This is an optimization exercise on Yosys and OpenROAD, whose aim is small area, not a production implementation.
RTL that was checked went through simulation tests only; none was proved equivalent to the original.
Only the layout flow was run in runs 2 and 3; the RTL was not checked for function there.
Power figures rest on the tool's default switching activity, not on a simulated workload.

File: flow/run.sh
#!/bin/bash
# synth_recipe.tcl (not shown) runs the flow's synth.tcl, then flattens the netlist and writes it again
# the make line also repeats each setting of config.mk as NAME=value (left out here)
make -C /OpenROAD-flow-scripts/flow DESIGN_CONFIG=/design/flow/config.mk WORK_HOME=/design/flow/orfs CLKGATE_MAP_FILE= SYNTH_SCRIPT=/design/flow/synth_recipe.tcl finish
File: flow/config.mk
export PLATFORM = sky130hd
export DESIGN_NAME = CPU
export DESIGN_NICKNAME = CPU
export VERILOG_FILES = /design/flow/design.v
export SDC_FILE = /design/flow/constraint.sdc
export NUM_CORES = 4
export LEC_CHECK = 0
export ABC_AREA = 1
export CAP_MARGIN = 20
export CORE_MARGIN = 2
export CORE_UTILIZATION = 65
export PLACE_DENSITY = 0.75
export SLEW_MARGIN = 20
File: flow/constraint.sdc
create_clock -name core_clock -period 9.0 [get_ports {clk}]
set_input_delay 1.8000 -clock core_clock [delete_from_list [all_inputs] [get_ports {clk}]]
set_output_delay 1.8000 -clock core_clock [all_outputs]
set_load 0.01 [all_outputs]
File: flow/design.v
`timescale 1ns / 1ps
module CPU(result,pc_value,r0_value,rf_we,instr,rst, clk);
input clk;
input rst;
input [15:0] instr;
output [15:0] result;
output [15:0] pc_value;
output [15:0] r0_value;
output rf_we;
reg  [15:0] ir;        
reg         zf;        
reg  [15:0] pc;
reg  [15:0] r0;
reg  [15:0] rf [1:15];
reg  [15:1] valid;
reg  [15:0] dm [0:15];
always @(posedge rst or posedge clk)
  if (rst) begin
    ir[15:12] <= 4'b0;
    ir[7:4]   <= 4'b0;
  end else begin
    ir[15:12] <= instr[15:12];
    ir[7:4]   <= instr[7:4];
  end
always @(posedge clk) begin
  ir[11:8] <= instr[11:8];
  ir[3:0]  <= instr[3:0];
end
wire [3:0] op = ir[15:12];
wire [3:0] rd = ir[11:8];
wire [3:0] ex = ir[7:4];
wire [3:0] rs = ir[3:0];
wire [7:0] imm = ir[7:0];
wire op0 = (op == 4'b0000);
wire op4 = (op == 4'b0100);
wire op8 = (op == 4'b1000);
wire i_mov   = op0 & (ex == 4'b1101);
wire i_cmp   = op0 & (ex == 4'b1011);
wire i_rr    = op0 & ~i_mov & ~i_cmp;           
wire i_load  = op4 & (ex == 4'b0000);
wire i_stor  = op4 & (ex == 4'b0100);
wire i_jc    = op4 & (ex == 4'b1100);
wire i_jal   = op4 & (ex == 4'b1000);
wire i_lui   = (op == 4'b1111);
wire i_movi  = (op == 4'b1101);
wire i_lsh   = op8 & (ex == 4'b0100);
wire i_lshi  = op8 & (ex[3:1] == 3'b000);
wire i_shift = i_lsh | i_lshi;
wire i_bc    = (op == 4'b1100);
wire i_addi  = (op == 4'b0101);
wire i_subi  = (op == 4'b1001);
wire i_cmpi  = (op == 4'b1011);
wire i_andi  = (op == 4'b0001);
wire i_ori   = (op == 4'b0010);
wire i_xori  = (op == 4'b0011);
wire f_sub = (i_rr & (ex == 4'b1001)) | i_subi;
wire f_and = (i_rr & (ex == 4'b0001)) | i_andi;
wire f_or  = (i_rr & (ex == 4'b0010)) | i_ori;
wire f_xor = (i_rr & (ex == 4'b0011)) | i_cmp | i_cmpi | i_xori;
wire f_log = f_and | f_or | f_xor;
wire use_sext = i_addi | i_subi | i_cmpi;
wire use_zext = i_andi | i_ori | i_xori;
wire wr_alu = i_rr | i_addi | i_subi | i_andi | i_ori | i_xori;
wire wr_en  = wr_alu | i_mov | i_movi | i_load | i_lui | i_shift | i_jal;
wire cond = (rd[3:1] == 3'b000) & (rd[0] ^ zf);
wire take_br = i_bc & cond;
wire take_j  = (i_jc & cond) | i_jal;
wire [15:0] dec_rd, dec_rs;
genvar gi;
generate
  for (gi = 0; gi < 16; gi = gi + 1) begin : g_dec
    assign dec_rd[gi] = (rd == gi);
    assign dec_rs[gi] = (rs == gi);
  end
endgenerate
wire [15:0] vmask = {valid, 1'b1};
wire [15:0] sel_a = dec_rd & vmask;
wire [15:0] sel_b = dec_rs & vmask;
reg [15:0] ra, rb, mrd;
integer k;
always @(*) begin
  ra  = {16{sel_a[0]}} & r0;
  rb  = {16{sel_b[0]}} & r0;
  mrd = {16{dec_rs[0]}} & dm[0];
  for (k = 1; k < 16; k = k + 1) begin
    ra  = ra  | ({16{sel_a[k]}} & rf[k]);
    rb  = rb  | ({16{sel_b[k]}} & rf[k]);
    mrd = mrd | ({16{dec_rs[k]}} & dm[k]);
  end
end
wire [15:0] sext = {{8{imm[7]}}, imm};
wire [15:0] zext = {8'b0, imm};
wire [15:0] bop  = use_sext ? sext : (use_zext ? zext : rb);
wire [15:0] sum  = ra + (bop ^ {16{f_sub}}) + {15'b0, f_sub};
wire [15:0] lres = f_and ? (ra & bop) : (f_or ? (ra | bop) : (ra ^ bop));
wire [15:0] y    = f_log ? lres : sum;
wire        z_next = (y == 16'b0);
wire [4:0]  sh  = i_lsh ? rb[4:0] : imm[4:0];
wire [15:0] sin, sl, sout;
generate
  for (gi = 0; gi < 16; gi = gi + 1) begin : g_rev
    assign sin[gi]  = sh[4] ? ra[15-gi] : ra[gi];
    assign sout[gi] = sh[4] ? sl[15-gi] : sl[gi];
  end
endgenerate
assign sl = sin << sh[3:0];
reg [15:0] wd;
always @(*) begin
  if (wr_alu)       wd = y;
  else if (i_mov)   wd = rb;
  else if (i_movi)  wd = zext;
  else if (i_load)  wd = mrd;
  else if (i_lui)   wd = {imm, 8'b0};
  else if (i_shift) wd = sout;
  else              wd = pc;            
end
assign result   = wd;
assign rf_we    = wr_en;
assign pc_value = pc;
assign r0_value = r0;
always @(posedge rst or posedge clk)
  if (rst) zf <= 1'b0;
  else     zf <= z_next;
wire [15:0] pc_inc = pc + (take_br ? sext : 16'd1);
always @(posedge rst or posedge clk)
  if (rst)          pc <= 16'b0;
  else if (take_j & ~take_br) pc <= rb;
  else              pc <= pc_inc;
always @(posedge rst or posedge clk)
  if (rst)                     r0 <= 16'b0;
  else if (wr_en & dec_rd[0])  r0 <= wd;
always @(posedge rst or posedge clk)
  if (rst) valid <= 15'b0;
  else if (wr_en) valid <= valid | dec_rd[15:1];
always @(posedge clk)
  for (k = 1; k < 16; k = k + 1)
    if (wr_en & dec_rd[k]) rf[k] <= wd;
always @(posedge clk)
  for (k = 0; k < 16; k = k + 1)
    if (i_stor & dec_rs[k]) dm[k] <= ra;
endmodule
==> results.cfg, run 1 <==
[floorplanning]
io_pins = 67
initial_core_util = 0.655
die_h_um = 212
std_cell_rows = 76
core-area_um2 = 42900
die_w_um = 212
dieArea_um2 = 44900

[sta]
tns_ns = 0
max_freq_mhz = 115
fin_crit_ns = 8.66
whs_ns = 0.592
hold_viol = 0
rsz0062_at_grt = no
tightest_slew_ns = 1.30
min_period_over_period = 0.962
clock_skew_ns = 0.0227
drv_slew = 0
final-setup-viol-count = 0
maxSlewHeadroom = 0.131

[setup_path]
cp_max_fo = 18
critPathBufInv = 4
crit_top_cell = a21oi_1
cpLargestDelayFamily = compound AO/OA/AOI/OAI gates
cp_data_arrival_time_ns = 6.86
startpoint_type = flip-flop
crit_slowest_cell = dfxtp_1
worstPathRequired_ns = 7.20
crit_start = ir[2]
rr_startpoint = ir[11]
worstSetupPathType = reg -> out
crit_chain = inv_2 -> nand2_4 -> nor2_4 -> nand2_2 -> inv_2 -> a22oi_1 -> nand2_1 -> a221oi_1 -> o2111ai_1 -> a2111oi_1 -> buf_4 -> o21ai_0 -> xnor2_1 -> ha_1 -> a21oi_1 -> o21ai_0 -> a21oi_1 -> o21ai_2 -> a21oi_1 -> xor2_1 -> a21oi_1 -> nand2_1 -> a21boi_1 -> clkdlybuf4s50_1
cp-end-kind = primary output
cpPeakStageDelay_ns = 0.74
ff2ff_setup_slack_ns = 2.84

[placed_design]
numPortBuffers = 66
gp_routability_congestion = 1.12
hpwl_mm = 74.5

[synthesis]
syn_inst = 2865
yosysWarningCount = 3
mappedNetlistArea_um2 = 28100
synth-seq-cells = 560
avgSynthCellArea_um2 = 9.81
synth_nets = 2946
synth-edff-count = 496
synth_seq_area_share = 0.585
yosys-top-cells-area = edfxtp_1, nand2_1, dfrtp_1
synth_cell_types = 62
yosys.area.top_type = edfxtp_1
synthDominantCellAreaShare = 0.530
synthFlopType = edfxtp_1
ys_async_sr_fraction = 0.100

[cells_and_area]
synthToLayoutAreaGrowth_pct = 12.4
final_net_count = 3066
final_core_util = 0.736
drive_above_1_share = 0.102

[global_route]
grt_util_all_layers = 0.470
grt_pass1_wl_mm = 150
grt_max_degree = 57
grt_pass1_vias = 23000
grt_antenna_before_repair = 4
overflow = 0

[pwr]
pwr-share-clk = 0.324
p_per_area_nw_per_um2 = 225
switching_share = 0.317
pwr-share-comb = 0.219
peakVddDrop_mv = 0.217
leakage_nw = 12.5
seq_power_share = 0.458
p_int_w = 0.00486
p_sw_w = 0.00226

[hold_path]
hold_path_startpoint = r0[5]
hold_path.class = reg -> reg

[clock_network]
clock_latency_ns = 0.63
cts_tree = yes
path_clk_slew_ns = 0.06
cts_root_buf = clkbuf_16
h-tree-depth = 2
post_cts_buffers = 0
cts_buffers = 55
cts.sinks = 560
clk_path_buf_depth = 3
cts_hold_buf = 0
cts_repair_resize_count = 0

[routing]
via_count = 24700
first_pass_iters = 10
drt-initial-drc-count = 4617
drc = 0
ant_nets = 0
routed_wl_mm = 105
vias_per_cell = 6.83
avgRoutedWirePerCell_um = 29.0

[job]
maxCapViolations = 0

[status]
outcome = finished clean
## cell type report
class,count,area [µm²]
sequential,560,16500
fill,3019,11300
multi-input combinational,1981,10400
clock buffer,73,1470
timing repair buffer,155,1340
inverter,232,878
tap,585,732
clock inverter,29,303
antenna,3,7.51
## flip-flops by register name, indices dropped and copies added (netlist names)
name	flops
dm	256
ir	16
pc	16
r0	16
rf	240
valid	15
zf	1
## cells in the mapped netlist (8+ instances only)
library cell  number
a2111oi_0          8
a211oi_1          13
a21oi_1          100
a221oi_1          52
a22o_1            34
a31oi_1            9
a32o_1            10
buf_2             22
buf_4              9
clkbuf_1          51
dfrtp_1           56
dfxtp_1            8
edfxtp_1         496
ha_1              61
inv_1            201
inv_2             22
nand2_1          836
nand2_2           20
nand3_1          239
nand3_2            8
nand4_1           70
nor2_1           213
nor2_2            19
nor2_4            19
nor3_1             8
o211ai_1          13
o21ai_0          117
o21ai_1            8
o22ai_1           10
or2_2             16
xnor2_1           12
xor2_1            20
## metal layers
metal,routed length (µm),vias up,track usage
met1,35900,11400,0.613
met3,16800,564,0.158
met4,8210,2,0.281
met2,44100,2442,0.684
met5,13,-,0
li1,-,10300,-
## worst register-to-register path: stages (launching register included)
cell and delay, ns:
dfxtp_1 0.36, nor2_2 0.64, nand2_1 0.12, a21oi_1 0.33, inv_1 0.26, nor3_1 0.73
inv_1 0.41, nor2_1 0.24, inv_1 0.07, fa_1 0.42, o21ai_0 0.32, a21oi_1 0.16
o21ai_0 0.29, inv_1 0.11, o21ai_0 0.39, inv_1 0.07, o21ai_0 0.30, nand3_1 0.16
nand2_1 0.12, a21oi_1 0.07, nor2_1 0.11, nor2_1 0.06, xnor2_1 0.19, nand2_1 0.07
o21ai_0 0.09
## worst paths after layout
kind | to | depth (start not counted)
max | result[13] | 24
min | r0[5] | 2
max reg2reg | pc[14] | 24
min reg2reg | r0[5] | 2
max in group asynchronous | r0[7] | 3
min in group asynchronous | r0[5] | 3
## cell families (layout without fill, tap and decap cells)
logic type	after synthesis	count (layout)	synth area share
compound gates	418	418	0.0981
xor+xnor	32	32	0.00997
fa+ha+maj	63	63	0.0286
buf+inv	324	489	0.0476
flops	560	560	0.585
other cells	0	3	0
simple gates	1468	1468	0.230
## power groups by stage
stage | registers, W | clock network, W | logic, W
after floorplan | 0.00322 | 0 | 0.000808
after global placement | 0.00329 | 0 | 0.00144
after detailed placement | 0.00329 | 0 | 0.00148
after CTS | 0.00324 | 0.00229 | 0.00149
after global routing | 0.00325 | 0.00239 | 0.00164
final | 0.00326 | 0.00231 | 0.00156
## metrics by stage
step,instances,area (µm²),power [W],worst slack (ns)
finish,3618,31600,0.00712,0.341
floorplan,2865,28100,0.00403,2.54
CTS,3614,31500,0.00702,0.643
global placement,3511,29700,0.00473,1.36
global route,3615,31600,0.00728,0.0977
detailed placement,3512,29800,0.00477,1.35
## cell usage in the layout (no fill, tap or decap), types with 56 or more instances in the layout
cell type	count
nor2_1	200
nand2_1	836
edfxtp_1	496
inv_1	200
buf_4	87
clkdlybuf4s50_1	66
o21ai_0	117
a21oi_1	100
dfrtp_1	56
ha_1	61
nand3_1	239
nand4_1	70
==> run 2, diff against run 1 <==
--- a/flow/design.v
+++ b/flow/design.v
@@ -76,5 +76,6 @@
 wire [15:0] vmask = {valid, 1'b1};
 wire [15:0] sel_a = dec_rd & vmask;
-wire [15:0] sel_b = dec_rs & vmask;
+wire        use_imm = use_sext | use_zext;
+wire [15:0] sel_b = dec_rs & vmask & {16{~use_imm}};
 reg [15:0] ra, rb, mrd;
 integer k;
@@ -91,28 +92,35 @@
 wire [15:0] sext = {{8{imm[7]}}, imm};
 wire [15:0] zext = {8'b0, imm};
-wire [15:0] bop  = use_sext ? sext : (use_zext ? zext : rb);
-wire [15:0] sum  = ra + (bop ^ {16{f_sub}}) + {15'b0, f_sub};
-wire [15:0] lres = f_and ? (ra & bop) : (f_or ? (ra | bop) : (ra ^ bop));
-wire [15:0] y    = f_log ? lres : sum;
+wire [15:0] bop  = rb | {{8{use_sext & imm[7]}}, {8{use_imm}} & imm};
+wire [15:0] bx   = bop ^ {16{f_sub}};
+wire [15:0] sum  = ra + bx + {15'b0, f_sub};
+wire [15:0] p    = ra ^ bx;
+wire [15:0] g    = ra & bx;
+wire t_g = f_and | f_or;            
+wire t_p = f_or | f_xor;            
+wire f_ar = ~f_log;
+wire [15:0] y    = ({16{t_g}} & g) | ({16{t_p}} & p) | ({16{f_ar}} & sum);
 wire        z_next = (y == 16'b0);
 wire [4:0]  sh  = i_lsh ? rb[4:0] : imm[4:0];
-wire [15:0] sin, sl, sout;
+wire [3:0]  rot = sh[4] ? (4'd0 - sh[3:0]) : sh[3:0];
+wire [15:0] r1 = rot[0] ? {ra[14:0], ra[15]}    : ra;
+wire [15:0] r2 = rot[1] ? {r1[13:0], r1[15:14]} : r1;
+wire [15:0] r4 = rot[2] ? {r2[11:0], r2[15:12]} : r2;
+wire [15:0] r8 = rot[3] ? {r4[7:0],  r4[15:8]}  : r4;
+wire [15:0] mleft, mask;
 generate
-  for (gi = 0; gi < 16; gi = gi + 1) begin : g_rev
-    assign sin[gi]  = sh[4] ? ra[15-gi] : ra[gi];
-    assign sout[gi] = sh[4] ? sl[15-gi] : sl[gi];
+  for (gi = 0; gi < 16; gi = gi + 1) begin : g_mask
+    assign mleft[gi] = (gi >= sh[3:0]);
+  end
+  for (gi = 0; gi < 16; gi = gi + 1) begin : g_mask2
+    assign mask[gi] = sh[4] ? mleft[15-gi] : mleft[gi];
   end
 endgenerate
-assign sl = sin << sh[3:0];
-reg [15:0] wd;
-always @(*) begin
-  if (wr_alu)       wd = y;
-  else if (i_mov)   wd = rb;
-  else if (i_movi)  wd = zext;
-  else if (i_load)  wd = mrd;
-  else if (i_lui)   wd = {imm, 8'b0};
-  else if (i_shift) wd = sout;
-  else              wd = pc;            
-end
+wire [15:0] wd = ({16{wr_alu}} & y)
+               | ({16{i_mov}}  & rb)
+               | ({16{i_load}} & mrd)
+               | ({16{i_shift}} & mask & r8)
+               | ({16{i_jal}}  & pc)
+               | {{8{i_lui}} & imm, {8{i_movi}} & imm};
 assign result   = wd;
 assign rf_we    = wr_en;
@@ -122,8 +130,11 @@
   if (rst) zf <= 1'b0;
   else     zf <= z_next;
-wire [15:0] pc_inc = pc + (take_br ? sext : 16'd1);
+wire [7:0]  pc_add = take_br ? imm : 8'd1;
+wire [8:0]  pc_lo  = {1'b0, pc[7:0]} + {1'b0, pc_add};
+wire [7:0]  pc_hi  = pc[15:8] + {8{take_br & imm[7]}} + {7'b0, pc_lo[8]};
+wire [15:0] pc_inc = {pc_hi, pc_lo[7:0]};
 always @(posedge rst or posedge clk)
   if (rst)          pc <= 16'b0;
-  else if (take_j & ~take_br) pc <= rb;
+  else if (take_j)  pc <= rb;
   else              pc <= pc_inc;
 always @(posedge rst or posedge clk)
==> flow/flow/run.sh (new file) <==
#!/bin/bash
# Own layout flow: the standard ORFS flow (standard.sh), with one change to
# synthesis: the ABC technology-mapping script is replaced by an area-oriented
# one (flow/abc_area.script). Everything else in synthesis is synth_recipe.tcl
# unchanged (same passes, flattening and renaming, so the registers are the
# standard synthesis's). Floorplan to finish are standard.sh's.
set -euo pipefail
W=$(pwd)
{
  cat <<EOT
proc abc {args} {
  set i [lsearch \$args -script]
  if {\$i >= 0} { lset args [expr {\$i + 1}] {$W/flow/abc_area.script} }
  yosys abc {*}\$args
}
EOT
  cat "$W/synth_recipe.tcl"
} > "$W/own_synth.tcl"
sed "s#SYNTH_SCRIPT=[^ ]*#SYNTH_SCRIPT=$W/own_synth.tcl#" "$W/standard.sh" > "$W/own_standard.sh"
grep -q "SYNTH_SCRIPT=$W/own_synth.tcl" "$W/own_standard.sh"
bash "$W/own_standard.sh" > "$W/own_flow.log" 2>&1
==> flow/flow/abc_area.script (new file) <==
&get -n
&st
&dch -f
&nf -p -R 1000
&put
&get -n
&st
&dch -f
&nf -p -R 1000
&put
topo
==> flow/standard.sh (new file) <==
#!/bin/bash
# synth_recipe.tcl (not shown) runs the flow's synth.tcl, then flattens the netlist and writes it again
# the make line also repeats each setting of config.mk as NAME=value (left out here)
make -C /OpenROAD-flow-scripts/flow DESIGN_CONFIG=/design/flow/config.mk WORK_HOME=/design/flow/orfs CLKGATE_MAP_FILE= SYNTH_SCRIPT=/design/flow/synth_recipe.tcl "${@:-finish}"
--- a/flow/config.mk
+++ b/flow/config.mk
@@ -9,5 +9,5 @@
 export CAP_MARGIN = 20
 export CORE_MARGIN = 2
-export CORE_UTILIZATION = 65
-export PLACE_DENSITY = 0.75
+export CORE_UTILIZATION = 50
+export PLACE_DENSITY = 0.65
 export SLEW_MARGIN = 20
removed: flow/run.sh
==> run 2 against run 1 <==
  * Maximum frequency up 0.45%
  * Synthesized cell count is 43% lower
  * Area after synthesis decreased by 14%
  * Total power down 7.5%
  * Hold slack worse by 0.063 ns
  * Combinational power decreased by 28%
  * First-iteration DRC count shrank 12%
  * Critical endpoint is now result[10]
  * Highest routed layer unchanged
==> results.cfg, run 2 <==
[status]
outcome = finished clean

[cells_and_area]
largest_register = dm
most-common-layout-cells = edfxtp_1, a222oi_1, buf_4
synthToLayoutAreaGrowth_pct = 18.7
final_core_util = 0.601
layout_commonest_cell = edfxtp_1
fin_area_um2 = 28600
largest_reg_flops = 256
final_net_count = 1948
reg_top3 = dm (256), rf (240)
drive_above_1_share = 0.138

[setup_path]
cpPeakStageDelay_ns = 0.46
worstPathRequired_ns = 7.20
crit_top_cell = a21o_1
cp-end-kind = primary output
worstSetupPathType = reg -> out
crit_slowest_cell = dfrtp_2
critPathBufInv = 2
cp_max_fo = 16
cpLargestDelayFamily = compound AO/OA/AOI/OAI gates
startpoint_type = flip-flop
cp_data_arrival_time_ns = 6.82

[synthesis]
synth_nets = 1688
synthFlopType = edfxtp_1
synth_cell_types = 47
avgSynthCellArea_um2 = 14.8
synth_seq_area_share = 0.683
synth_most_common_cell = edfxtp_1
synthDominantCellAreaShare = 0.618
yosysWarningCount = 3
yosys.area.top_type = edfxtp_1
syn_inst = 1633
synthTopCellsByCount = edfxtp_1, a222oi_1, nand2_1
synth-edff-count = 496
yosys-top-cells-area = edfxtp_1, a222oi_1, dfrtp_1
ys_async_sr_fraction = 0.100
mappedNetlistArea_um2 = 24100
synth-seq-cells = 560

[pwr]
peakVddDrop_mv = 0.163
leakage_nw = 10.2
p_per_area_nw_per_um2 = 230

[sta]
tns_ns = 0
hold_viol = 0
maxSlewHeadroom = 0.297
setup_ws_ns = 0.380
drv_slew = 0
max_freq_mhz = 116
clock_skew_ns = 0.0280
final-setup-viol-count = 0
fin_crit_ns = 8.62
min_period_over_period = 0.958
tightest_slew_ns = 1.05
rsz0062_at_grt = no

[global_route]
grt_pass1_vias = 17300
grt_pass1_wl_mm = 118
grt_antenna_before_repair = 2
grt_max_degree = 57
grt_util_all_layers = 0.322
overflow = 0

[placed_design]
place_worst_setup_slack_ns = 0.242
postPlaceCellArea_um2 = 26600
hpwl_mm = 55.7
numPortBuffers = 66
gp_routability_congestion = 1.02

[routing]
drc = 0
drt-initial-drc-count = 4062
ant_nets = 0
routed_wl_mm = 81.5
vias_per_cell = 7.15
avgRoutedWirePerCell_um = 31.9
via_count = 18300
first_pass_iters = 11

[floorplanning]
io_pins = 67
initial_core_util = 0.506
core-area_um2 = 47600
die_h_um = 224
die_w_um = 224
dieArea_um2 = 50000
std_cell_rows = 80

[clock_network]
cts.sinks = 560
cts_tree = yes
path_clk_slew_ns = 0.06
cts_root_buf = clkbuf_16
clock_latency_ns = 0.63
h-tree-depth = 2
clk_path_buf_depth = 3
cts_buffers = 56
cts_hold_buf = 0

[hold_path]
hold_path.class = reg -> reg

[job]
maxCapViolations = 0
run 2: cell types whose count changed after synthesis, sizes merged, moves of 31 or more:
cell	delta
nand2	-757
inv	-226
nand3	-187
nor2	-180
a222oi	+166
a22oi	+90
o21ai	-86
mux2i	+53
clkbuf	-51
nand4	-48
and3	+41
buf	-41
nor2b	+31
run 2: kinds of logic (layout without fill, tap and decap cells):
kind of cell             count (synthesis)  after routing  share of synthesized area
multiplexers                            72             72                     0.0309
XOR/XNOR                                44             44                     0.0160
AO/OA/AOI/OAI                          492            492                      0.162
other                                    0              1                          0
buffers and inverters                    9            314                    0.00140
adder cells (fa/ha/maj)                 37             37                     0.0205
AND/OR/NAND/NOR                        419            419                     0.0871
flip-flops                             560            560                      0.683
run 2: power by group:
part / leakage [nW] / internal [W] / switching (W)
Sequential: 5.30 / 0.00302 / 0.000101
Combinational: 3.98 / 0.000408 / 0.000710
Clock: 0.915 / 0.00136 / 0.000990
Total: 10.2 / 0.00479 / 0.00180
run 2: path summary, 6_finish.rpt:
kind | to | from | cells past startpoint | slack (ns)
setup / recovery | result[10] | ir[14] | 28 | 0.38
hold / removal | valid[15] | valid[15] | 1 | 0.53
setup reg to reg | zf | ir[14] | 30 | 2.31
hold reg to reg | valid[15] | valid[15] | 1 | 0.53
max in group asynchronous | ir[12] | rst | 3 | 6.62
min in group asynchronous | r0[14] | rst | 3 | 1.75
run 2: area by class of cell:
class | instances | area, µm²
Fill cell | 3674 | 19000
Timing Repair Buffer | 202 | 1690
Multi-Input combinational cell | 1064 | 7810
Clock buffer | 73 | 1520
Antenna cell | 1 | 2.50
Inverter | 9 | 33.8
Clock inverter | 30 | 342
Sequential cell | 560 | 16500
Tap cell | 615 | 769
run 2: through the flow:
step	hold WS (ns)	total power [W]	std cells
2_1_floorplan	0.449	0.00371	1633
3_3_place_gp	0.505	0.00423	2443
3_5_place_dp	0.503	0.00424	2443
4_1_cts	0.520	0.00657	2547
5_1_grt	0.543	0.00678	2553
6_report	0.530	0.00659	2554
run 2: per-layer routing:
layer	vias up	global-route usage	share of wire
met4	2	0.104	0.035
met5	-	0	0.00028
met2	1463	0.499	0.45
met1	9007	0.460	0.38
met3	214	0.0657	0.13
li1	7581	-	-
run 2: repair_timing:
item                       in CTS  in global routing
setup endpoints to repair       2                  8
buffers inserted                1                  6
pin swaps                       1                  6
resized for setup               7                 13
==> run 3, diff against run 2 <==
--- a/flow/flow/run.sh
+++ b/flow/flow/run.sh
@@ -4,5 +4,6 @@
 # one (flow/abc_area.script). Everything else in synthesis is synth_recipe.tcl
 # unchanged (same passes, flattening and renaming, so the registers are the
-# standard synthesis's). Floorplan to finish are standard.sh's.
+# standard synthesis's). Floorplan to finish are standard.sh's, with the clock
+# tree and port buffer options set below.
 set -euo pipefail
 W=$(pwd)
@@ -19,3 +20,7 @@
 sed "s#SYNTH_SCRIPT=[^ ]*#SYNTH_SCRIPT=$W/own_synth.tcl#" "$W/standard.sh" > "$W/own_standard.sh"
 grep -q "SYNTH_SCRIPT=$W/own_synth.tcl" "$W/own_standard.sh"
+# Clock tree: no dummy loads, small clock buffers in larger sink clusters.
+export CTS_ARGS="-sink_clustering_enable -repair_clock_nets -dont_use_dummy_load -buf_list {sky130_fd_sc_hd__clkbuf_4 sky130_fd_sc_hd__clkbuf_8} -sink_clustering_size 18 -sink_clustering_max_diameter 50"
+# Every input and output port still gets its own buffer; the smallest buffer does.
+export BUFFER_PORTS_ARGS="-buffer_cell sky130_fd_sc_hd__buf_1"
 bash "$W/own_standard.sh" > "$W/own_flow.log" 2>&1
--- a/flow/config.mk
+++ b/flow/config.mk
@@ -7,7 +7,7 @@
 export LEC_CHECK = 0
 export ABC_AREA = 1
-export CAP_MARGIN = 20
+export CAP_MARGIN = 5
 export CORE_MARGIN = 2
 export CORE_UTILIZATION = 50
 export PLACE_DENSITY = 0.65
-export SLEW_MARGIN = 20
+export SLEW_MARGIN = 5
==> run 3 against run 2 <==
  * Non-clock buffer count fell by 31
  * Register-to-register slack got worse by 0.11 ns
  * Wire length rose by 0.14%
  * Die area did not move
  * Core utilization fell by 3.9 points
  * Count of clock-buffer cells in the layout fell by 26
  * Global-route usage rose by 0.24 points
==> results.cfg, run 3 <==
[sta]
min_period_over_period = 0.971
maxSlewHeadroom = 0.106
clock_skew_ns = 0.0883
final-setup-viol-count = 0
fin_crit_ns = 8.74
tightest_slew_ns = 1.34
drv_slew = 0
hold_viol = 0
max_freq_mhz = 114
tns_ns = 0
setup_ws_ns = 0.263

[synthesis]
synthTopCellsByCount = edfxtp_1, a222oi_1, nand2_1
synthDominantCellAreaShare = 0.618
yosysWarningCount = 3
mappedNetlistArea_um2 = 24100
ys_async_sr_fraction = 0.100
synth_cell_types = 47
synthFlopType = edfxtp_1
avgSynthCellArea_um2 = 14.8
synth_nets = 1688
synth-edff-count = 496
yosys.area.top_type = edfxtp_1
synth_most_common_cell = edfxtp_1
syn_inst = 1633
synth-seq-cells = 560
synth_seq_area_share = 0.683
yosys-top-cells-area = edfxtp_1, a222oi_1, dfrtp_1

[setup_path]
rr_startpoint = ir[14]
startpoint_type = flip-flop
cp_max_fo = 16
crit_start = ir[14]
cp-end-kind = primary output
cp_data_arrival_time_ns = 6.94
worstPathRequired_ns = 7.20
worstSetupPathType = reg -> out
cpPeakStageDelay_ns = 0.45
crit_slowest_cell = dfrtp_2

[cells_and_area]
most-common-layout-cells = edfxtp_1, a222oi_1, nand2_1
largest_register = dm
fin_area_um2 = 26800
drive_above_1_share = 0.109
final_cells = 2466
final_core_util = 0.562
synthToLayoutAreaGrowth_pct = 11.1
layout_commonest_cell = edfxtp_1
final_net_count = 1908
insertedDiodeCount = 0
largest_reg_flops = 256
reg_top3 = dm (256), rf (240)

[clock_network]
cts_buffers = 47
path_clk_slew_ns = 0.11
cts_root_buf = clkbuf_8
clock_latency_ns = 0.67
clk_path_buf_depth = 3
cts.sinks = 560
cts_tree = yes
cts_hold_buf = 0
h-tree-depth = 2

[pwr]
p_per_area_nw_per_um2 = 201
peakVddDrop_mv = 0.141
leakage_nw = 9.28

[global_route]
grt_pass1_vias = 17100
overflow = 0
grt_util_all_layers = 0.324
grt_antenna_before_repair = 1
grt_max_degree = 57
grt_pass1_wl_mm = 118

[hold_path]
hold_path_startpoint = valid[14]
hold_path.class = reg -> reg

[floorplanning]
dieArea_um2 = 50000
core-area_um2 = 47600
std_cell_rows = 80
die_h_um = 224
io_pins = 67
die_w_um = 224
initial_core_util = 0.506

[placed_design]
hpwl_mm = 55.4
numPortBuffers = 66
dpl.cell_count = 2411
postPlaceCellArea_um2 = 26000
place_worst_setup_slack_ns = 0.658
gp_routability_congestion = 1.12

[routing]
drc = 0
via_count = 18100
ant_nets = 0
drt-initial-drc-count = 4509
vias_per_cell = 7.33
avgRoutedWirePerCell_um = 33.1
routed_wl_mm = 81.7
first_pass_iters = 11

[job]
maxCapViolations = 0

[status]
outcome = finished clean
[run 3: cell types whose count changed in the layout (fill, tap and decap cells not counted), moves of 6 or more]
cell / change
nor2_2: +6
clkbuf_16: -56
bufinv_16: -6
buf_1: +66
clkbuf_1: -12
buf_4: -31
clkbuf_8: +42
clkinv_2: -13
clkdlybuf4s50_1: -64
[run 3: power by group]
part / switching [W] / internal [W] / leakage [nW]
Combinational: 0.000699 / 0.000324 / 3.64
Clock: 0.000767 / 0.000466 / 0.338
Sequential: 0.000112 / 0.00302 / 5.30
Total: 0.00158 / 0.00381 / 9.28
[run 3: logic make-up (layout without fill, tap and decap cells)]
group | count (synthesis) | in the layout | synth area share
flops | 560 | 560 | 0.683
compound gates | 492 | 492 | 0.162
simple gates | 419 | 419 | 0.0871
mux | 72 | 72 | 0.0309
xor+xnor | 44 | 44 | 0.0160
fa+ha+maj | 37 | 37 | 0.0205
buf+inv | 9 | 227 | 0.00140
[run 3: final timing paths]
check	to	slack, ns	depth (start not counted)
max	result[10]	0.26	30
min	valid[14]	0.54	1
max reg2reg	r0[10]	2.20	31
min reg2reg	valid[14]	0.54	1
max in group asynchronous	pc[15]	6.98	3
min in group asynchronous	r0[9]	1.39	3
[run 3: final cells by class]
cell class	instances	area (µm²)
Timing Repair Buffer	171	1040
Inverter	9	33.8
Tap cell	615	769
Multi-Input combinational cell	1064	7830
Sequential cell	560	16500
Clock buffer	47	647
Fill cell	3805	20900
[run 3: stage by stage]
stage               hold WS [ns]  power (W)
floorplan                  0.449    0.00371
global placement           0.504    0.00414
detailed placement         0.515    0.00416
CTS                        0.535    0.00535
global route               0.551    0.00556
finish                     0.541    0.00539
[run 3: routing by layer]
metal,share of wire,GRT usage,vias up
met2,0.45,0.501,1479
met5,0.0011,0.00978,-
met3,0.13,0.0799,235
li1,-,-,7422
met4,0.039,0.113,3
met1,0.38,0.452,8949
[run 3: worst max-delay path: cells and delay by family, from the launching register on]
family                     cells  cell delay [ns]
AOI/OAI and AO/OA             15             3.12
xor gates and xnor gates       2             0.24
adders and majority gates      1             0.38
buffers and inverters          3             0.62
DFF                            1             0.45
and+or+nand+nor                9             1.46
[run 3: timing repair]
item / in CTS / in global routing
resized for setup: 1 / 18
endpoints found under the hold margin: 0 / 0
pin swaps: 0 / 6
endpoints found under the setup margin: 2 / 7
buffers inserted: 0 / 8
==> run 4, diff against run 3 <==
--- a/flow/design.v
+++ b/flow/design.v
@@ -130,8 +130,23 @@
   if (rst) zf <= 1'b0;
   else     zf <= z_next;
-wire [7:0]  pc_add = take_br ? imm : 8'd1;
-wire [8:0]  pc_lo  = {1'b0, pc[7:0]} + {1'b0, pc_add};
-wire [7:0]  pc_hi  = pc[15:8] + {8{take_br & imm[7]}} + {7'b0, pc_lo[8]};
-wire [15:0] pc_inc = {pc_hi, pc_lo[7:0]};
+wire [7:0]  pc_add = {{7{take_br}} & imm[7:1], ~take_br | imm[0]};
+wire [8:0]  pcc;
+wire [15:0] pc_inc;
+assign pcc[0] = 1'b0;
+generate
+  for (gi = 0; gi < 8; gi = gi + 1) begin : g_pclo
+    assign pc_inc[gi] = pc[gi] ^ pc_add[gi] ^ pcc[gi];
+    assign pcc[gi+1]  = (pc[gi] & pc_add[gi]) | (pcc[gi] & (pc[gi] | pc_add[gi]));
+  end
+endgenerate
+wire       pc_dec = take_br & imm[7];
+wire [8:0] hc;    
+assign hc[0] = pcc[8] ^ pc_dec;
+generate
+  for (gi = 0; gi < 8; gi = gi + 1) begin : g_pchi
+    assign pc_inc[8+gi] = pc[8+gi] ^ hc[gi];
+    assign hc[gi+1]     = hc[gi] & (pc[8+gi] ^ pc_dec);
+  end
+endgenerate
 always @(posedge rst or posedge clk)
   if (rst)          pc <= 16'b0;
==> run 4 against run 3 <==
  * Still clean on timing, DRC and antenna
  * Non-clock buffer count increased by 12
  * Combinational power about the same
  * Flip-flop and latch count unchanged
  * Hold slack got worse by 0.023 ns
  * Maximum frequency increased by 2.4%
  * Core utilization about the same
  * Die area decreased by 0.63%
  * Global-route usage increased by 0.19 points
==> results.cfg, run 4 <==
[cells_and_area]
most-common-layout-cells = edfxtp_1, a222oi_1, nand2_1
insertedDiodeCount = 0
reg_top3 = dm (256), rf (240)
synthToLayoutAreaGrowth_pct = 11.5
fin_area_um2 = 26700
final_cells = 2466
largest_register = dm
largest_reg_flops = 256
layout_commonest_cell = edfxtp_1
final_net_count = 1899
drive_above_1_share = 0.118

[synthesis]
synth_cell_types = 45
yosysWarningCount = 3
yosys.area.top_type = edfxtp_1
mappedNetlistArea_um2 = 23900
syn_inst = 1623
synthDominantCellAreaShare = 0.622
synthTopCellsByCount = edfxtp_1, a222oi_1, nand2_1
synth-edff-count = 496
synth_most_common_cell = edfxtp_1
synthFlopType = edfxtp_1
avgSynthCellArea_um2 = 14.8
synth_nets = 1669
ys_async_sr_fraction = 0.100
yosys-top-cells-area = edfxtp_1, a222oi_1, dfrtp_1
synth-seq-cells = 560
synth_seq_area_share = 0.687

[sta]
min_period_over_period = 0.948
rsz0062_at_grt = no
drv_slew = 0
max_freq_mhz = 117
tns_ns = 0
maxSlewHeadroom = 0.111
final-setup-viol-count = 0
whs_ns = 0.518
tightest_slew_ns = 1.33
fin_crit_ns = 8.53
hold_viol = 0
clock_skew_ns = 0.0727

[placed_design]
gp_routability_congestion = 0.962
dpl.cell_count = 2420
postPlaceCellArea_um2 = 26000
hpwl_mm = 55.3
numPortBuffers = 66

[setup_path]
cp_max_fo = 16
worstSetupPathType = reg -> out
cp-end-kind = primary output
startpoint_type = flip-flop
cp_data_arrival_time_ns = 6.73
crit_slowest_cell = o21ai_1
worstPathRequired_ns = 7.20
rr_startpoint = ir[11]
crit_start = ir[13]
cpPeakStageDelay_ns = 0.59

[routing]
ant_nets = 0
avgRoutedWirePerCell_um = 33.3
first_pass_iters = 11
drc = 0
via_count = 17800
vias_per_cell = 7.22
drt-initial-drc-count = 3860
routed_wl_mm = 82.1

[pwr]
switching_share = 0.297
p_sw_w = 0.00160
pwr-share-clk = 0.226
seq_power_share = 0.584
leakage_nw = 9.07
p_int_w = 0.00379
p_per_area_nw_per_um2 = 202
peakVddDrop_mv = 0.127
pwr-share-comb = 0.190
power.total_w = 0.00539

[clock_network]
clock_latency_ns = 0.66
path_clk_slew_ns = 0.07
h-tree-depth = 2
cts_hold_buf = 0
cts_buffers = 45
cts_root_buf = clkbuf_8
cts_tree = yes
cts.sinks = 560
clk_path_buf_depth = 3

[job]
maxCapViolations = 0

[floorplanning]
initial_core_util = 0.504
core-area_um2 = 47500
die_w_um = 223
io_pins = 67
dieArea_um2 = 49700
std_cell_rows = 80
die_h_um = 223

[global_route]
grt_pass1_wl_mm = 118
grt_antenna_before_repair = 4
grt_max_degree = 57
grt_pass1_vias = 16900
overflow = 0
grt_util_all_layers = 0.326

[hold_path]
hold_path_startpoint = valid[10]
hold_path.class = reg -> reg

[status]
outcome = finished clean
## run 4: stage by stage
step | setup WS (ns) | utilization
6_report | 0.467 | 0.562
3_5_place_dp | 0.985 | 0.547
5_1_grt | 0.0143 | 0.562
2_1_floorplan | 0.425 | -
4_1_cts | 0.301 | 0.560
3_3_place_gp | 1.03 | 0.547
## run 4: cell families (layout without fill, tap and decap cells)
family | Yosys count | count (layout) | synth area share
DFF | 560 | 560 | 0.687
xor gates and xnor gates | 43 | 43 | 0.0157
muxes | 76 | 76 | 0.0331
and+or+nand+nor | 427 | 427 | 0.0869
AOI/OAI and AO/OA | 477 | 477 | 0.158
adders and majority gates | 28 | 28 | 0.0171
buffers and inverters | 12 | 240 | 0.00188
## run 4: routing by layer
| metal | track usage | up-vias | share of wire |
|---|---|---|---|
| met5 | 0 | - | 0.00055 |
| met4 | 0.116 | 6 | 0.037 |
| met3 | 0.0731 | 177 | 0.13 |
| met2 | 0.494 | 1396 | 0.44 |
| met1 | 0.468 | 8846 | 0.39 |
| li1 | - | 7372 | - |
## run 4: final cells by class
type	instances	area (µm²)
clock buffer	45	619
fill	3802	20800
inverter	12	45.0
multi-input combinational	1051	7680
sequential	560	16500
tap	615	769
timing repair buffer	183	1130
## run 4: power by group through the flow
stage | clock network [W] | registers (W) | logic, W
CTS | 0.00123 | 0.00314 | 0.000996
global placement | 0 | 0.00319 | 0.000975
finish | 0.00122 | 0.00314 | 0.00103
global route | 0.00131 | 0.00315 | 0.00109
detailed placement | 0 | 0.00320 | 0.000992
floorplan | 0 | 0.00316 | 0.000543
## run 4: final timing paths
| check | end | slack [ns] | cells past startpoint |
|---|---|---|---|
| worst max register to register | pc[15] | 2.06 | 24 |
| min in group asynchronous | pc[13] | 1.36 | 3 |
| max in group asynchronous | valid[5] | 7.00 | 3 |
| worst max-delay path | result[10] | 0.47 | 31 |
| worst min register to register | valid[10] | 0.52 | 1 |
| worst min-delay path | valid[10] | 0.52 | 1 |
## run 4: critical path, delay by kind of cell (launching register included)
kind            cells  cell delay (ns)
compound gates     10             2.32
simple gates       14             1.85
buf+inv             4             0.81
fa+ha+maj           1             0.43
flops               1             0.40
xor+xnor            2             0.29
## run 4: what timing repair did
item | 4_1_cts | 5_1_grt
endpoints found under the setup margin | 0 | 3
buffers inserted | 0 | 1
gates resized for setup | 0 | 17
==> run 5, diff against run 4 <==
--- a/flow/flow/run.sh
+++ b/flow/flow/run.sh
@@ -21,5 +21,5 @@
 grep -q "SYNTH_SCRIPT=$W/own_synth.tcl" "$W/own_standard.sh"
 # Clock tree: no dummy loads, small clock buffers in larger sink clusters.
-export CTS_ARGS="-sink_clustering_enable -repair_clock_nets -dont_use_dummy_load -buf_list {sky130_fd_sc_hd__clkbuf_4 sky130_fd_sc_hd__clkbuf_8} -sink_clustering_size 18 -sink_clustering_max_diameter 50"
+export CTS_ARGS="-sink_clustering_enable -repair_clock_nets -dont_use_dummy_load -buf_list {sky130_fd_sc_hd__clkbuf_4} -sink_clustering_size 10 -sink_clustering_max_diameter 40"
 # Every input and output port still gets its own buffer; the smallest buffer does.
 export BUFFER_PORTS_ARGS="-buffer_cell sky130_fd_sc_hd__buf_1"
==> flow/flow/abc_area.script (replaced) <==
&get -n
&st
&dch -f
&nf -p -R 1000
&put
&get -n
&st
&dch -f
&nf -p -R 1000
&put
&get -n
&st
&dch -f
&nf -p -R 1000
&put
&get -n
&st
&dch -f
&nf -p -R 1000
&put
&get -n
&st
&dch -f
&nf -p -R 1000
&put
&get -n
&st
&dch -f
&nf -p -R 1000
&put
topo
==> run 5 against run 4 <==
  * Register-to-register slack worse by 0.89 ns
  * Die area decreased by 0.81%
  * Combinational power barely moved
  * Core utilization increased by 0.75 points
  * Worst setup slack got worse by 0.19 ns
  * Clock power hardly changed
  * Hold slack lost 0.0043 ns
  * Total power is 0.22% lower
  * Via count rose by 2.2%
  * Area after synthesis decreased by 0.83%
  * Critical path type unchanged
  * Largest cell class unchanged
==> results.cfg, run 5 <==
[cells_and_area]
most-common-layout-cells = edfxtp_1, a222oi_1, buf_4
largest_register = dm
final_core_util = 0.569
fin_area_um2 = 26600
layout_commonest_cell = edfxtp_1
drive_above_1_share = 0.151
largest_reg_flops = 256
synthToLayoutAreaGrowth_pct = 12.0
nFillCells = 3749
reg_top3 = dm (256), rf (240)
final_net_count = 1870

[global_route]
overflow = 0
grt_util_all_layers = 0.348
grt_pass1_wl_mm = 122
grt_pass1_vias = 17300
grt_antenna_before_repair = 4
grt_max_degree = 57

[setup_path]
cp_max_fo = 16
crit_chain = or2_4 -> a21oi_2 -> a21oi_1 -> buf_4 -> and3_1 -> a222oi_1 -> nand2_1 -> a221oi_2 -> nand3_2 -> buf_4 -> buf_4 -> mux2i_1 -> clkinv_1 -> ha_1 -> a21oi_4 -> mux2i_1 -> mux2i_1 -> a2111oi_0 -> a221oi_1 -> o21ai_1 -> clkbuf_2
crit_slowest_cell = a2111oi_0
startpoint_type = flip-flop
worstSetupPathType = reg -> out
worstPathRequired_ns = 7.20
cp-end-kind = primary output
cp_data_arrival_time_ns = 6.92
cpPeakStageDelay_ns = 0.80
critPathBufInv = 5
ff2ff_setup_slack_ns = 1.17
cpLargestDelayFamily = compound AO/OA/AOI/OAI gates

[placed_design]
numPortBuffers = 66
hpwl_mm = 55.9
gp_routability_congestion = 0.987
postPlaceCellArea_um2 = 25800

[status]
outcome = finished clean

[synthesis]
ys_async_sr_fraction = 0.100
synthMuxAreaShare = 0.0349
avgSynthCellArea_um2 = 15.3
yosys.area_share.simple = 0.0788
synth_compound_area_frac = 0.159
yosysWarningCount = 3
synth_cell_types = 46
yosys.area.top_type = edfxtp_1
synth_xor_area_frac = 0.0155
synth_most_common_cell = edfxtp_1
synth_seq_area_share = 0.693
synthTopCellsByCount = edfxtp_1, a222oi_1, nor2_1
synth-edff-count = 496
synthFlopType = edfxtp_1
yosys-top-cells-area = edfxtp_1, a222oi_1, dfrtp_1
syn_inst = 1549
synth_top_family_by_area = compound AO/OA/AOI/OAI gates
synth_nets = 1595
synth-seq-cells = 560
mappedNetlistArea_um2 = 23800
synthAdderAreaFrac = 0.0173
synthDominantCellAreaShare = 0.627

[clock_network]
clock_latency_ns = 0.91
h-tree-depth = 3
cts_tree = yes
path_clk_slew_ns = 0.06
cts_hold_buf = 0
cts.sinks = 560
clk_path_buf_depth = 3
cts_buffers = 83
cts_root_buf = clkbuf_4

[routing]
ant_nets = 0
vias_per_cell = 7.47
wl_met2_mm = 38.7
wl_met3_mm = 12.1
drt-initial-drc-count = 4310
via_count = 18200
drc = 0
met1_length_mm = 31.1
avgRoutedWirePerCell_um = 35.5
highest_layer = met4
first_pass_iters = 17
routed_wl_mm = 86.5

[sta]
tightest_slew_ns = 1.35
fin_crit_ns = 8.72
rsz0062_at_grt = yes
drv_slew = 0
min_period_over_period = 0.969
maxSlewHeadroom = 0.0986
final-setup-viol-count = 0
max_freq_mhz = 115
hold_viol = 0
clock_skew_ns = 0.146

[pwr]
peakVddDrop_mv = 0.117
p_per_area_nw_per_um2 = 202
leakage_nw = 9.14

[floorplanning]
initial_core_util = 0.508
std_cell_rows = 79
core-area_um2 = 46800
die_h_um = 222
die_w_um = 222
dieArea_um2 = 49300
io_pins = 67

[hold_path]
hold_path.class = reg -> reg

[job]
maxCapViolations = 0
[run 5: worst register-to-register path: cells and delay by family, from the launching register on]
kind,cells,cell delay [ns]
AND/OR/NAND/NOR,10,3.73
adder cells (fa/ha/maj),8,3.13
flip-flops,1,0.41
XOR/XNOR,1,0.15
AO/OA/AOI/OAI,1,0.15
buffers and inverters,2,0.14
[run 5: cell families after synthesis]
| logic type | after synthesis |
|---|---|
| AO/OA/AOI/OAI | 457 |
| XOR/XNOR | 42 |
| flip-flops | 560 |
| multiplexers | 79 |
| buffers and inverters | 14 |
| adder cells (fa/ha/maj) | 28 |
| AND/OR/NAND/NOR | 369 |
[run 5: final timing paths]
| check | from | to | cells after the start |
|---|---|---|---|
| worst max register to register | ir[11] | pc[15] | 22 |
| max in group asynchronous | rst | ir[15] | 3 |
| min in group asynchronous | rst | r0[8] | 3 |
| worst min register to register | valid[14] | valid[14] | 1 |
| worst max-delay path | ir[15] | result[14] | 21 |
| worst min-delay path | valid[14] | valid[14] | 1 |
[run 5: area by class of cell]
cell class              instances  area (µm²)  share of cell area
repair buffers                190        1180              0.0443
clock buffers                  83         623              0.0234
flip-flops and latches        560       16500               0.619
well taps                     607         759              0.0285
diodes                          4        10.0            0.000376
inverters                      14        52.6             0.00198
multi-input cells             975        7520               0.283
[run 5: timing repair]
action / 4_1_cts / 5_1_grt
resized for setup: 1 / 36
pin swaps: 0 / 12
endpoints found under the setup margin: 1 / 16
gates cloned: 0 / 0
buffers inserted: 0 / 6
[run 5: where the power goes]
group | leakage, nW | switching (W) | internal, W
Clock | 0.382 | 0.000805 | 0.000422
Sequential | 5.29 | 0.000110 | 0.00304
Combinational | 3.47 | 0.000685 | 0.000318
Total | 9.14 | 0.00160 | 0.00377
[run 5: stage by stage]
stage	instances	total power [W]	TNS, ns	setup WS [ns]	hold slack (ns)
floorplan	1549	0.00369	0	0.405	0.449
global placement	2340	0.00414	0	0.981	0.494
finish	2433	0.00537	0	0.278	0.514
detailed placement	2340	0.00415	0	0.866	0.496
CTS	2423	0.00534	0	0.0289	0.512
global route	2433	0.00557	-0.0798	-0.0798	0.534
[run 5: per-layer routing]
| layer | vias up | global-route usage |
|---|---|---|
| met3 | 336 | 0.107 |
| met1 | 8892 | 0.458 |
| met2 | 1641 | 0.532 |
| li1 | 7313 | - |
| met4 | 0 | 0.163 |
| met5 | - | 0 |
==> run 6, diff against run 5 <==
--- a/flow/config.mk
+++ b/flow/config.mk
@@ -9,5 +9,5 @@
 export CAP_MARGIN = 5
 export CORE_MARGIN = 2
-export CORE_UTILIZATION = 50
-export PLACE_DENSITY = 0.65
+export CORE_UTILIZATION = 62
+export PLACE_DENSITY = 0.74
 export SLEW_MARGIN = 5
==> run 6 against run 5 <==
  * Register-to-register slack gained 0.96 ns
  * Cell count shrank 5.2%
  * Critical path depth grew 11
  * Global-route usage grew 6.9 points
  * Non-clock buffer count shrank 20
  * Clock power shrank 6%
  * Worst setup slack gained 0.0074 ns
  * Hold slack is essentially flat
  * Cell area shrank 1.5%
  * Wire length shrank 5.3%
  * Largest cell class unchanged
  * Largest power group unchanged
  * Highest routed layer unchanged
==> results.cfg, run 6 <==
[status]
outcome = finished clean

[setup_path]
rr_startpoint = ir[11]
worstSetupPathType = reg -> out
crit_slowest_cell = dfrtp_2
critPathBufInv = 2
cp_data_arrival_time_ns = 6.91
crit_cells = 32
ff2ff_setup_slack_ns = 2.13
endpoint = result[14]
cpLargestDelayFamily = compound AO/OA/AOI/OAI gates
cpPeakStageDelay_ns = 0.46
startpoint_type = flip-flop
r2r_cells = 22
crit_start = ir[13]
worstPathRequired_ns = 7.20
r2r-end = pc[15]
cp_max_fo = 16
cp-end-kind = primary output

[cells_and_area]
layout_commonest_cell = edfxtp_1
drive_above_1_share = 0.132
synthToLayoutAreaGrowth_pct = 10.4
fin_area_um2 = 26200
final_net_count = 1842
nFillCells = 2633
largest_reg_flops = 256
final_core_util = 0.696
reg_top3 = dm (256), rf (240)
most-common-layout-cells = edfxtp_1, a222oi_1, buf_4
multi_input_area_um2 = 7470
seq_area_um2 = 16500
largest_register = dm

[synthesis]
synth_most_common_cell = edfxtp_1
synth_seq_area_share = 0.693
synth_nets = 1595
yosys.area_share.simple = 0.0788
mappedNetlistArea_um2 = 23800
avgSynthCellArea_um2 = 15.3
syn_inst = 1549
ys_async_sr_fraction = 0.100
synthTopCellsByCount = edfxtp_1, a222oi_1, nor2_1
synth_xor_area_frac = 0.0155
yosysWarningCount = 3
synth_top_family_by_area = compound AO/OA/AOI/OAI gates
synthAdderAreaFrac = 0.0173
synth-edff-count = 496
yosys.area.top_type = edfxtp_1
synth_cell_types = 46
yosys-top-cells-area = edfxtp_1, a222oi_1, dfrtp_1
synthDominantCellAreaShare = 0.627
synth_compound_area_frac = 0.159
synthMuxAreaShare = 0.0349
synthFlopType = edfxtp_1
synth-seq-cells = 560

[floorplanning]
die_w_um = 200
io_pins = 67
die_h_um = 200
core-area_um2 = 37700
std_cell_rows = 71
initial_core_util = 0.631
dieArea_um2 = 39900

[sta]
clock_skew_ns = 0.114
final-setup-viol-count = 0
hold_viol = 0
tns_ns = 0
setup_ws_ns = 0.285
maxSlewHeadroom = 0.0703
fin_crit_ns = 8.71
min_period_over_period = 0.968
max_freq_mhz = 115
rsz0062_at_grt = yes
tightest_slew_ns = 1.39
drv_slew = 0

[routing]
first_pass_iters = 14
drt-initial-drc-count = 4888
avgRoutedWirePerCell_um = 35.5
routed_wl_mm = 81.9
vias_per_cell = 7.91
ant_nets = 0
via_count = 18200
drc = 0

[hold_path]
hold_path_startpoint = valid[15]
hold_path.class = reg -> reg

[placed_design]
place_worst_setup_slack_ns = 0.648
gp_routability_congestion = 1.02
postPlaceCellArea_um2 = 25500
numPortBuffers = 66
hpwl_mm = 52.8

[global_route]
overflow = 0
grt_pass1_wl_mm = 117
grt_antenna_before_repair = 2
grt_util_all_layers = 0.417
grt_pass1_vias = 17500
grt_max_degree = 57

[clock_network]
cts_hold_buf = 0
cts.sinks = 560
cts_root_buf = clkbuf_4
h-tree-depth = 3
path_clk_slew_ns = 0.10
cts_tree = yes
clock_latency_ns = 0.84
cts_buffers = 75
clk_path_buf_depth = 3

[pwr]
p_per_area_nw_per_um2 = 201
leakage_nw = 8.97
peakVddDrop_mv = 0.168

[job]
maxCapViolations = 0
## run 6: power breakdown
part	total (W)	internal (W)	switching, W
sequential	0.00314	0.00304	0.000108
clock	0.00116	0.000383	0.000775
combinational	0.000974	0.000306	0.000668
## run 6: worst min path at each step
stage	depth (start not counted)	endpoint
after floorplan	1	valid[10]
after global placement	1	valid[7]
after detailed placement	1	valid[7]
after CTS	1	valid[7]
after global routing	1	valid[10]
final	1	valid[15]
## run 6: kinds of logic after synthesis
logic type / Yosys count
adders and majority gates: 28
DFF: 560
and+or+nand+nor: 369
buffers and inverters: 14
AOI/OAI and AO/OA: 457
xor gates and xnor gates: 42
muxes: 79
## run 6: repair_timing
item / CTS / global route
gates resized for setup: 3 / 19
setup buffers: 1 / 3
pin swaps: 1 / 7
endpoints found under the setup margin: 1 / 13
## run 6: metal layers
metal / global-route usage / part of all wire
met1: 0.551 / 0.33
met2: 0.602 / 0.43
met3: 0.147 / 0.17
met4: 0.241 / 0.068
met5: 0 / 0
## run 6: cell type report
| class | instances | area share |
|---|---|---|
| inverter | 14 | 0.00200 |
| multi-input combinational | 975 | 0.285 |
| clock buffer | 75 | 0.0215 |
| timing repair buffer | 170 | 0.0392 |
| sequential | 560 | 0.628 |
| tap | 511 | 0.0244 |
| antenna | 1 | 0.0000955 |
## run 6: per-stage QoR
stage	hold WS, ns	power, W	std cells
floorplan	0.449	0.00369	1549
CTS	0.506	0.00523	2302
finish	0.514	0.00528	2306
detailed placement	0.484	0.00412	2226
global route	0.542	0.00545	2306
global placement	0.471	0.00410	2226
==> run 7, diff against run 6 <==
--- a/flow/flow/run.sh
+++ b/flow/flow/run.sh
@@ -24,3 +24,12 @@
 # Every input and output port still gets its own buffer; the smallest buffer does.
 export BUFFER_PORTS_ARGS="-buffer_cell sky130_fd_sc_hd__buf_1"
+# Let the resizer use every buffer size (no buffer pruning) when it repairs
+# slew and capacitance during global placement and resizing. The setting is
+# kept in the database, so turn pruning back on for the later steps (their
+# timing repair does not run with it off).
+export PRE_GLOBAL_PLACE_TCL="$W/flow/rsz_noprune.tcl"
+export PRE_RESIZE_TCL="$W/flow/rsz_noprune.tcl"
+for step in DETAIL_PLACE REPAIR_TIMING_POST_PLACE CTS GLOBAL_ROUTE DETAIL_ROUTE; do
+  export PRE_${step}_TCL="$W/flow/rsz_prune.tcl"
+done
 bash "$W/own_standard.sh" > "$W/own_flow.log" 2>&1
==> flow/flow/rsz_noprune.tcl (new file) <==
set_opt_config -disable_buffer_pruning true
==> flow/flow/rsz_prune.tcl (new file) <==
set_opt_config -disable_buffer_pruning false
--- a/flow/config.mk
+++ b/flow/config.mk
@@ -9,5 +9,5 @@
 export CAP_MARGIN = 5
 export CORE_MARGIN = 2
-export CORE_UTILIZATION = 62
-export PLACE_DENSITY = 0.74
+export CORE_UTILIZATION = 50
+export PLACE_DENSITY = 0.65
 export SLEW_MARGIN = 5
==> run 7 against run 6 <==
  * Still clean on timing, DRC and antenna
  * Worst setup slack worse by 0.0036 ns
  * Die area increased by 23%
  * First-iteration DRC count decreased by 15%
  * Register-to-register slack lost 0.45 ns
  * Via count is 1.4% higher
  * Cell area is 0.45% higher
  * Combinational power increased by 2%
  * Critical path depth down 13
  * Critical endpoint is now result[7]
  * Highest routed layer unchanged
==> results.cfg, run 7 <==
[setup_path]
worstSetupPathType = reg -> out
cp-end-kind = primary output
crit_chain = or2_4 -> a21oi_4 -> a21oi_4 -> and3_4 -> clkbuf_2 -> a222oi_1 -> nand3_1 -> a221oi_1 -> nand3_1 -> buf_1 -> a21oi_1 -> nor2_1 -> xnor2_2 -> buf_1 -> mux2i_1 -> a21oi_1 -> nand3_1 -> o211ai_1 -> buf_1
crit_slowest_cell = a21oi_1
worstPathRequired_ns = 7.20
cp_data_arrival_time_ns = 6.92
cpPeakStageDelay_ns = 0.71
startpoint_type = flip-flop
cp_max_fo = 10

[synthesis]
synthTopCellsByCount = edfxtp_1, a222oi_1, nor2_1
avgSynthCellArea_um2 = 15.3
mappedNetlistArea_um2 = 23800
syn_inst = 1549
synth_nets = 1595
synthDominantCellAreaShare = 0.627
synthFlopType = edfxtp_1
synth_most_common_cell = edfxtp_1
yosysWarningCount = 3
ys_async_sr_fraction = 0.100
synth_seq_area_share = 0.693
yosys-top-cells-area = edfxtp_1, a222oi_1, dfrtp_1
synth_cell_types = 46
synth-seq-cells = 560
synth-edff-count = 496
yosys.area.top_type = edfxtp_1

[floorplanning]
dieArea_um2 = 49300
die_h_um = 222
initial_core_util = 0.508
std_cell_rows = 79
die_w_um = 222
core-area_um2 = 46800
io_pins = 67

[global_route]
grt_max_degree = 39
grt_util_all_layers = 0.352
met3_usage = 0.105
met1_usage = 0.466
overflow = 0
grt_pass1_vias = 17500
grt-busiest-layer = met2
use_met2 = 0.526
grt_pass1_wl_mm = 124
grt_antenna_before_repair = 3

[cells_and_area]
largest_reg_flops = 256
final_net_count = 1881
synthToLayoutAreaGrowth_pct = 10.9
fin_area_um2 = 26300
reg_top3 = dm (256), rf (240)
layout_commonest_cell = edfxtp_1
most-common-layout-cells = edfxtp_1, a222oi_1, buf_1
drive_above_1_share = 0.111
final_cells = 2445
largest_register = dm

[routing]
via_count = 18500
ant_nets = 0
avgRoutedWirePerCell_um = 35.8
first_pass_iters = 20
drc = 0
drt-initial-drc-count = 4138
vias_per_cell = 7.56
routed_wl_mm = 87.5

[pwr]
p_per_area_nw_per_um2 = 204
peakVddDrop_mv = 0.130
leakage_nw = 8.80
seq_power_share = 0.588
pwr-share-clk = 0.228
pwr-share-comb = 0.185
p_sw_w = 0.00162
switching_share = 0.302
p_int_w = 0.00374

[clock_network]
cts_root_buf = clkbuf_4
cts_tree = yes
clk_path_buf_depth = 3
path_clk_slew_ns = 0.11
clock_latency_ns = 0.93
h-tree-depth = 3
cts.sinks = 560
cts_buffers = 80

[sta]
final-setup-viol-count = 0
min_period_over_period = 0.969
maxSlewHeadroom = 0.0608
drv_slew = 0
clock_skew_ns = 0.125
tightest_slew_ns = 1.41
fin_crit_ns = 8.72
hold_viol = 0
max_freq_mhz = 115
tns_ns = 0

[job]
maxCapViolations = 0

[status]
outcome = finished clean

[placed_design]
gp_routability_congestion = 1.05
dpl.cell_count = 2347
numPortBuffers = 66
hpwl_mm = 58.0
postPlaceCellArea_um2 = 25400

[hold_path]
hold_path.class = reg -> reg
[run 7: cell count changes in the layout (fill, tap and decap cells not counted), moves of 4 or more]
cell      delta
a21oi_4      +4
and3_1       -9
and3_2       +4
and3_4       +5
buf_1       +94
buf_2       +23
buf_4       -90
clkbuf_2     +6
clkbuf_4     +5
diode_2      +4
[run 7: metal layers]
layer	vias up	part of all wire
li1	7343	-
met1	9043	0.36
met2	1732	0.44
met3	374	0.14
met4	0	0.060
met5	-	0
[run 7: kinds of logic after synthesis]
group,Yosys count,synth area share
adder cells (fa/ha/maj),28,0.0173
buffers and inverters,14,0.00221
multiplexers,79,0.0349
AO/OA/AOI/OAI,457,0.159
flip-flops,560,0.693
AND/OR/NAND/NOR,369,0.0788
XOR/XNOR,42,0.0155
[run 7: power by group through the flow]
stage	clock network (W)	logic, W	registers (W)
after detailed placement	0	0.000931	0.00320
final	0.00122	0.000991	0.00315
after global placement	0	0.000923	0.00320
after CTS	0.00123	0.000936	0.00314
after global routing	0.00133	0.00106	0.00316
after floorplan	0	0.000526	0.00317
[run 7: cell type report]
class	instances	area, µm²
fillers	3749	20400
flip-flops and latches	560	16500
multi-input cells	976	7590
repair buffers	203	851
well taps	607	759
clock buffers	80	601
inverters	14	52.6
diodes	5	12.5
[run 7: final timing paths]
kind	start	to	slack (ns)	cells past startpoint
worst max-delay path	ir[14]	result[7]	0.28	19
worst min register to register	valid[4]	valid[4]	0.53	1
worst min-delay path	valid[4]	valid[4]	0.53	1
min in group asynchronous	rst	r0[3]	1.11	2
worst max register to register	ir[11]	pc[15]	1.68	22
max in group asynchronous	rst	ir[15]	6.15	3
[run 7: what timing repair did]
item | CTS | global route
resized for setup | 7 | 57
hold buffers | 0 | 0
pin swaps | 1 | 11
cloned | 0 | 1
buffers inserted | 1 | 12
endpoints found under the setup margin | 7 | 11
[run 7: critical path, delay by kind of cell, from the launching register on]
family,cells,cell delay [ns]
AO/OA/AOI/OAI,7,2.21
XOR/XNOR,1,0.55
buffers and inverters,4,1.20
flip-flops,1,0.47
multiplexers,1,0.29
AND/OR/NAND/NOR,6,1.31
[run 7: stage by stage]
| step | hold slack [ns] | power [W] | worst slack (ns) | util |
|---|---|---|---|---|
| after floorplan | 0.449 | 0.00369 | 0.405 | - |
| after global placement | 0.495 | 0.00412 | 0.819 | 0.544 |
| final | 0.526 | 0.00536 | 0.281 | 0.563 |
| after global routing | 0.551 | 0.00555 | -0.0734 | 0.563 |
| after detailed placement | 0.491 | 0.00413 | 0.453 | 0.544 |
| after CTS | 0.510 | 0.00531 | 0.0164 | 0.557 |

-- static timing again, ports no longer ideal --
The results above use ideal ports. As a check the final layouts listed here were re-extracted and re-timed, cells and wires unchanged. Step 1 sets driving cells, clkbuf_16 on the clock port and buf_2 on the other inputs (assumed; they add their load-dependent delay and slew). Step 2 moves the port delays by t, midway between the first and last clock arrival at a register: inputs arrive t later, outputs are due t later. That takes back most of the time a late clock gives input paths. Three values: no drivers, after step 1, after step 2; two values: the first two.
| run | t (ns) | slack for setup (ns) | hold WS [ns] | worst slew at a driven data input, ns |
|---|---|---|---|---|
| run 1 | 0.684 | 0.341 / 0.280 / 0.965 | 0.592 / 0.592 / 0.592 | 0.07 |
| run 2 | 0.673 | 0.380 / 0.321 / 0.994 | 0.530 / 0.530 / 0.530 | 0.04 |
| run 3 | 0.680 | 0.263 / 0.207 / 0.887 | 0.541 / 0.541 / 0.541 | 0.03 |
| run 4 | 0.677 | 0.467 / 0.410 / 1.088 | 0.518 / 0.518 / 0.518 | 0.04 |
| run 5 | 0.890 | 0.278 / 0.225 / 1.115 | 0.514 / 0.514 / 0.514 | 0.04 |
| run 6 | 0.844 | 0.285 / 0.228 / 1.072 | 0.514 / 0.514 / 0.514 | 0.05 |
| run 7 | 0.927 | 0.281 / 0.223 / 1.150 | 0.526 / 0.526 / 0.526 | 0.05 |
After both steps every run listed still meets setup and hold.
